Source: an optimization exercise on an open RTL-to-GDS flow (aim: small area). Production flows keep margins and buffers that such runs may drop. Function was checked by simulation only, so behaviour that the tests miss may differ from the original. No activity file was given, so power comes from the tool's default toggle rates.

==> exp/cedar: inputs <==
// ALU
module ALU (
    input Clk,
    input Reset,
    input [7:0] operand_A, operand_B,
    input [3:0] Sel,
    output [7:0] Out,
    output [3:0] Flag);
    reg [7:0] Result;
    reg [3:0] FlagCpy;
    reg [7:0] nResult;
    reg [3:0] nFlag;
    assign Out = Result;
    assign Flag = FlagCpy;
    wire [7:0] A = operand_A;
    wire [7:0] B = operand_B;
    wire s_mul = (Sel == 4'h2);
    wire s_div = (Sel == 4'h3);
    wire sub = Sel[0];               
    wire [7:0] Bx = B ^ {8{sub}};
    wire [7:0] hz;
    assign hz[0] = 1'b1;
    genvar g, k;
    generate
        for (g = 1; g < 8; g = g + 1) begin : g_hz
            assign hz[g] = ~|B[7:8-g];
        end
    endgenerate
    wire [7:0] X [0:8];
    wire [7:0] en;                   
    wire [7:0] co;                   
    assign X[8] = s_mul ? 8'h00 : A;
    generate
        for (g = 7; g >= 0; g = g - 1) begin : g_row
            wire [8-g:0] c;
            wire [7-g:0] t;
            assign c[0] = sub;
            for (k = 0; k <= 7 - g; k = k + 1) begin : g_bit
                wire x = X[g+1][g+k];
                wire y = Bx[k];
                assign t[k] = y ^ c[k];    
                assign c[k+1] = (x & y) | (c[k] & (x ^ y));
            end
            assign co[g] = c[8-g];
            if (g == 0) begin : g_last
                assign en[0] = s_mul ? A[0] : (s_div ? co[0] : 1'b1);
                assign X[0] = X[1] ^ ({8{en[0]}} & t);
            end else begin : g_mid
                assign en[g] = s_mul ? A[g] : (s_div & hz[g] & co[g]);
                assign X[g] = {X[g+1][7:g] ^ ({(8-g){en[g]}} & t), X[g+1][g-1:0]};
            end
        end
    endgenerate
    wire mul_ovf = |(A & (co | ~hz));
    wire lt = A < B;
    wire r0 = (Result == 8'h00);
  ...
==> module ALU, before the edit <==
module ALU (
    input Clk,
    input Reset,
    input [7:0] operand_A, operand_B,
    input [3:0] Sel,
    output [7:0] Out,
    output [3:0] Flag);
    reg [7:0] Result;
    reg [3:0] FlagCpy;
    reg [7:0] nResult;
    reg [3:0] nFlag;
    assign Out = Result;
    assign Flag = FlagCpy;
    wire [7:0] A = operand_A;
    wire [7:0] B = operand_B;
    wire s_mul = (Sel == 4'h2);
    wire s_div = (Sel == 4'h3);
    wire sub = Sel[0];               
    wire [7:0] Bx = B ^ {8{sub}};
    wire [7:0] hz;
    assign hz[0] = 1'b1;
    genvar g, k;
    generate
        for (g = 1; g < 8; g = g + 1) begin : g_hz
            assign hz[g] = ~|B[7:8-g];
        end
    endgenerate
    wire [7:0] X [0:8];
    wire [7:0] en;                   
    wire [7:0] co;                   
    assign X[8] = s_mul ? 8'h00 : A;
    generate
        for (g = 7; g >= 0; g = g - 1) begin : g_row
            wire [8-g:0] c;
            wire [7-g:0] t;
            assign c[0] = sub;
            for (k = 0; k <= 7 - g; k = k + 1) begin : g_bit
                wire x = X[g+1][g+k];
                wire y = Bx[k];
                assign t[k] = y ^ c[k];    
                assign c[k+1] = (x & y) | (c[k] & (x ^ y));
            end
            assign co[g] = c[8-g];
            if (g == 0) begin : g_last
                assign en[0] = s_mul ? A[0] : (s_div ? co[0] : 1'b1);
                assign X[0] = X[1] ^ ({8{en[0]}} & t);
            end else begin : g_mid
                assign en[g] = s_mul ? A[g] : (s_div & hz[g] & co[g]);
                assign X[g] = {X[g+1][7:g] ^ ({(8-g){en[g]}} & t), X[g+1][g-1:0]};
            end
        end
    endgenerate
    wire mul_ovf = |(A & (co | ~hz));
    wire lt = A < B;
    wire r0 = (Result == 8'h00);
    wire a0 = (A == 8'h00);
    wire b0 = (B == 8'h00);
    wire big = (B > 8);
    wire [7:0] shr = hz[5] ? (A >> B[2:0]) : 8'h00;
    wire f5 = big || (B == 8 && A == 1) || (B == 7 && (A == 2 || A == 3)) ||
              (B == 6 && (A <= 7 && A >= 4)) || (B == 5 && (A <= 15 && A >= 8)) ||
              (B == 4 && (A <= 31 && A >= 16));
    reg [7:0] lg;
    always @(*)
    begin
        case (Sel[1:0])
            2'b10: lg = A & B;       
            2'b11: lg = A | B;       
            2'b00: lg = A ^ B;       
            default: lg = A ^ B;     
        endcase
    end
    wire [7:0] lgo = (Sel == 4'h6 || Sel == 4'h7 || Sel == 4'h8) ? lg : ~lg;
    always @(*)
    begin
        nResult = Result;
        nFlag = FlagCpy;
        case(Sel)
            4'h0:
                if (co[0]) nFlag[1] = 1'b1;
                else nResult = X[0];
            4'h1:
                if (!co[0]) nFlag[3] = 1'b1;
                else nResult = X[0];
            4'h2:
                begin
                    if (mul_ovf) nFlag[2] = 1'b1;
                    else nResult = X[0];
                    if (a0 || b0 || (mul_ovf && r0)) nFlag[0] = 1'b1;
                end
            4'h3:
                begin
                    if (lt) nFlag[3] = 1'b1;
                    else nResult = en;
                    if (lt && r0) nFlag[0] = 1'b1;
                end
            4'h4:
                begin
                    if (!a0 || big) nFlag[1] = 1'b1;
                    else nResult = 8'h00;
                    if (r0 || (a0 && !big)) nFlag[0] = 1'b1;
                end
            4'h5:
                begin
                    nResult = shr;
                    if (f5) nFlag[3] = 1'b1;
                    if (shr == 8'h00) nFlag[0] = 1'b1;
                end
            4'h6, 4'h7, 4'h8, 4'h9, 4'hA, 4'hB:
                begin
                    nResult = lgo;
                    if (lgo == 8'h00) nFlag[0] = 1'b1;
                end
            default: nResult = 8'h00;
        endcase
    end
    always @(posedge Clk, posedge Reset)
    begin
        if(Reset) begin
            Result <= 8'h00;
            FlagCpy <= 4'b0000;
        end else begin
            Result <= nResult;
            FlagCpy <= nFlag;
        end
    end
endmodule
==> flow/config.mk <==
export PLATFORM = sky130hd
export DESIGN_NAME = ALU
export DESIGN_NICKNAME = ALU
export VERILOG_FILES = /design/flow/design.v
export SDC_FILE = /design/flow/constraint.sdc
export NUM_CORES = 4
export LEC_CHECK = 0
export ABC_AREA = 1
export CAP_MARGIN = 20
export CORE_MARGIN = 2
export CORE_UTILIZATION = 45
export GPL_TIMING_DRIVEN = 0
export SLEW_MARGIN = 20
==> flow/constraint.sdc <==
create_clock -name core_clock -period 13.5 [get_ports {Clk}]
set_input_delay 2.7000 -clock core_clock [delete_from_list [all_inputs] [get_ports {Clk}]]
set_output_delay 2.7000 -clock core_clock [all_outputs]
set_load 0.01 [all_outputs]
run.sh (not shown) runs the stock make flow with config.mk's settings and CLKGATE_MAP_FILE= SYNTH_SCRIPT=/design/flow/synth_recipe.tcl, a recipe that flattens the netlist after the stock synthesis.
==> inputs of exp/garnet, as changes to exp/cedar <==
==> flow/design.v (replaced) <==
module ALU (
    input Clk,
    input Reset,
    input [7:0] operand_A, operand_B,
    input [3:0] Sel,
    output [7:0] Out,
    output [3:0] Flag);
    reg [7:0] Result;
    reg [3:0] FlagCpy;
    reg [7:0] nResult;
    reg [3:0] nFlag;
    reg [8:0] extendResult;
    reg [15:0] extendResult1;
    assign Out = Result;
    assign Flag = FlagCpy;
    always @(*)
    begin
        nResult = Result;
        nFlag = FlagCpy;
        extendResult = 9'd0;
        extendResult1 = 16'd0;
        case(Sel)
            4'h0:
                begin
                    extendResult = operand_A + operand_B;
                    if(extendResult >> 8 == 1)
                        nFlag = nFlag | 4'b0010;
                    else
                        nResult = extendResult[7:0];
                end
            4'h1:
                begin
                    if(operand_A < operand_B)
                        nFlag = nFlag | 4'b1000;
                    else
                        nResult = operand_A - operand_B;
                end
            4'h2:
                begin
                    extendResult1 = operand_A * operand_B;
                    if(extendResult1 >> 8 != 0)
                        nFlag = nFlag | 4'b0100;
                    else
                        nResult = operand_A * operand_B;
                    if(nResult == 0)
                        nFlag = nFlag | 4'b0001;
                end
            4'h3:
                begin
                    if(operand_A < operand_B)
                        nFlag = nFlag | 4'b1000;
                    else if(operand_B == 0)
                        nResult = 8'hFF;
                    else
                        nResult = operand_A / operand_B;
                    if(nResult == 0)
                        nFlag = nFlag | 4'b0001;
                end
            4'h4:
                begin
                extendResult1 = operand_A << operand_B;
                if(operand_B > 8 || (operand_A==1&&operand_B==8))
                    nFlag = nFlag | 4'b0010;
                else
                    begin
                    extendResult1 = operand_A << operand_B;
                    if(extendResult1 << 8 != 0)
                        nFlag = nFlag | 4'b0010;
                    else
                        nResult = operand_A << operand_B;
                    end
                if(nResult == 0)
                    nFlag = nFlag | 4'b0001;
                end
            4'h5:
                begin
                nResult = operand_A >> operand_B;
                if(nResult == 0)
                    nFlag = nFlag | 4'b0001;
                if(operand_B > 8 || (operand_B == 8 && operand_A==1) || (operand_B==7&&(operand_A == 2 || operand_A==3)) || operand_B==6&&(operand_A<=7&&operand_A>=4) || operand_B==5&&(operand_A<=15&&operand_A>=8) || operand_B==4&&(operand_A<=31&&operand_A>=16))
                    nFlag = nFlag | 4'b1000;
                end
            4'h6:
                begin
                nResult = operand_A & operand_B;
                if(nResult == 0)
                    nFlag = nFlag | 1;
                end
            4'h7:
                begin
                nResult = operand_A | operand_B;
                if(nResult == 0)
                    nFlag = nFlag | 1;
                end
            4'h8:
                begin
                nResult = operand_A ^ operand_B;
                if(nResult == 0)
                    nFlag = nFlag | 1;
                end
            4'h9:
                begin
                nResult = ~(operand_A ^ operand_B);
                if(nResult == 0)
                    nFlag = nFlag | 1;
                end
            4'hA:
                begin
                nResult = ~(operand_A & operand_B);
                if(nResult == 0)
                    nFlag = nFlag | 1;
                end
            4'hB:
                begin
                nResult = ~(operand_A | operand_B);
                if(nResult == 0)
                    nFlag = nFlag | 1;
                end
            default:
                nResult = 8'h00;
        endcase
    end
    always @(posedge Clk, posedge Reset)
    begin
        if(Reset) begin
            Result <= 8'h00;
            FlagCpy <= 4'b0000;
        end else begin
            Result <= nResult;
            FlagCpy <= nFlag;
        end
    end
endmodule
Settings changed: ABC_AREA 1 to unset, CORE_UTILIZATION 45 to 40, GPL_TIMING_DRIVEN 0 to unset.
==> summary of the runs <==
In combinational power, exp/garnet is at 2.6 times the value of exp/cedar.
Against exp/cedar, the synthesized area of exp/garnet is higher by about 56%.
Against exp/cedar, the global-route usage of exp/garnet is lower by 1.9 points.
Between exp/garnet and exp/cedar, the lower power is in exp/cedar (gap 130%, measured against exp/cedar).
Of exp/garnet and exp/cedar, exp/cedar has the higher worst setup slack (gap 0.37 ns).
Against exp/cedar, the worst hold slack of exp/garnet is better by 0.0061 ns.
Die area: exp/garnet is larger than exp/cedar (about 70%).
==> figures <==
Floorplan die height: exp/garnet 132.3 µm; exp/cedar 100.7 µm
Required time at the endpoint of the critical path: exp/garnet 13.61 ns; exp/cedar 13.67 ns
GR Layer Usage met2: exp/garnet 0.3880; exp/cedar 0.4928
Count of multi-input gates: exp/garnet 734; exp/cedar 557
Outcome: exp/garnet timing/DRC/antenna clean; exp/cedar timing/DRC/antenna clean
Total area of multi-input combinational cells: exp/garnet 5897 µm²; exp/cedar 3521 µm²
Proportion of cell area occupied by multi-input gates: exp/garnet 0.7832; exp/cedar 0.7094
Max-Slew Margin vs Limit: exp/garnet 0.2633; exp/cedar 0.3470
Standard cell core area: exp/garnet 16000 µm²; exp/cedar 9153 µm²
Cell count after synthesis: exp/garnet 881; exp/cedar 684
Capture endpoint of the worst hold path: exp/garnet FlagCpy[2]$_DFFE_PP0P_; exp/cedar FlagCpy[1]$_DFFE_PP0P_
CTS Root Buffer Type: exp/garnet sky130_fd_sc_hd__clkbuf_16; exp/cedar sky130_fd_sc_hd__clkbuf_8
Routed wire length: exp/garnet 22600 µm; exp/cedar 13400 µm
Metal-1 WL: exp/garnet 10730 µm; exp/cedar 6202 µm
Fraction of area in clock buffers and inverters: exp/garnet 0.009970; exp/cedar 0.008319
Transition time at the pin with the least slew margin: exp/garnet 1.102 ns; exp/cedar 0.9762 ns

-- what the ideal ports hide --
The results above use ideal ports. As a check the final layouts listed here were re-extracted and re-timed, cells and wires unchanged.
Step 1 (the two cells are an assumption about what drives the block):
set clk [get_ports {Clk}]
set_driving_cell -lib_cell sky130_fd_sc_hd__clkbuf_16 $clk
set_driving_cell -lib_cell sky130_fd_sc_hd__buf_2 [delete_from_list [all_inputs] $clk]
Step 2, shift: input delay + t, output delay - t, t = (earliest + latest rising clock arrival at the registers) / 2. This alone moves slack from input paths to output paths.
a / b / c = ideal / step 1 / step 2; a / b = the first two.
run | t (ns) | setup slack, ns | latest minus earliest clock arrival (ns) | slew at the worst register clock pin (ns) | worst slew at a driven data input, ns
exp/cedar | 0.255 | 0.987 / 0.987 / 0.732 | 0.006 / 0.006 | 0.05 / 0.05 | 0.03
exp/garnet | 0.261 | 0.621 / 0.625 / 0.364 | 0.002 / 0.002 | 0.04 / 0.04 | 0.04
After both steps every run listed still meets setup and hold. The setup slack of exp/garnet, which loses most, moves by +0.004 ns with the drivers and by -0.257 ns with both steps.
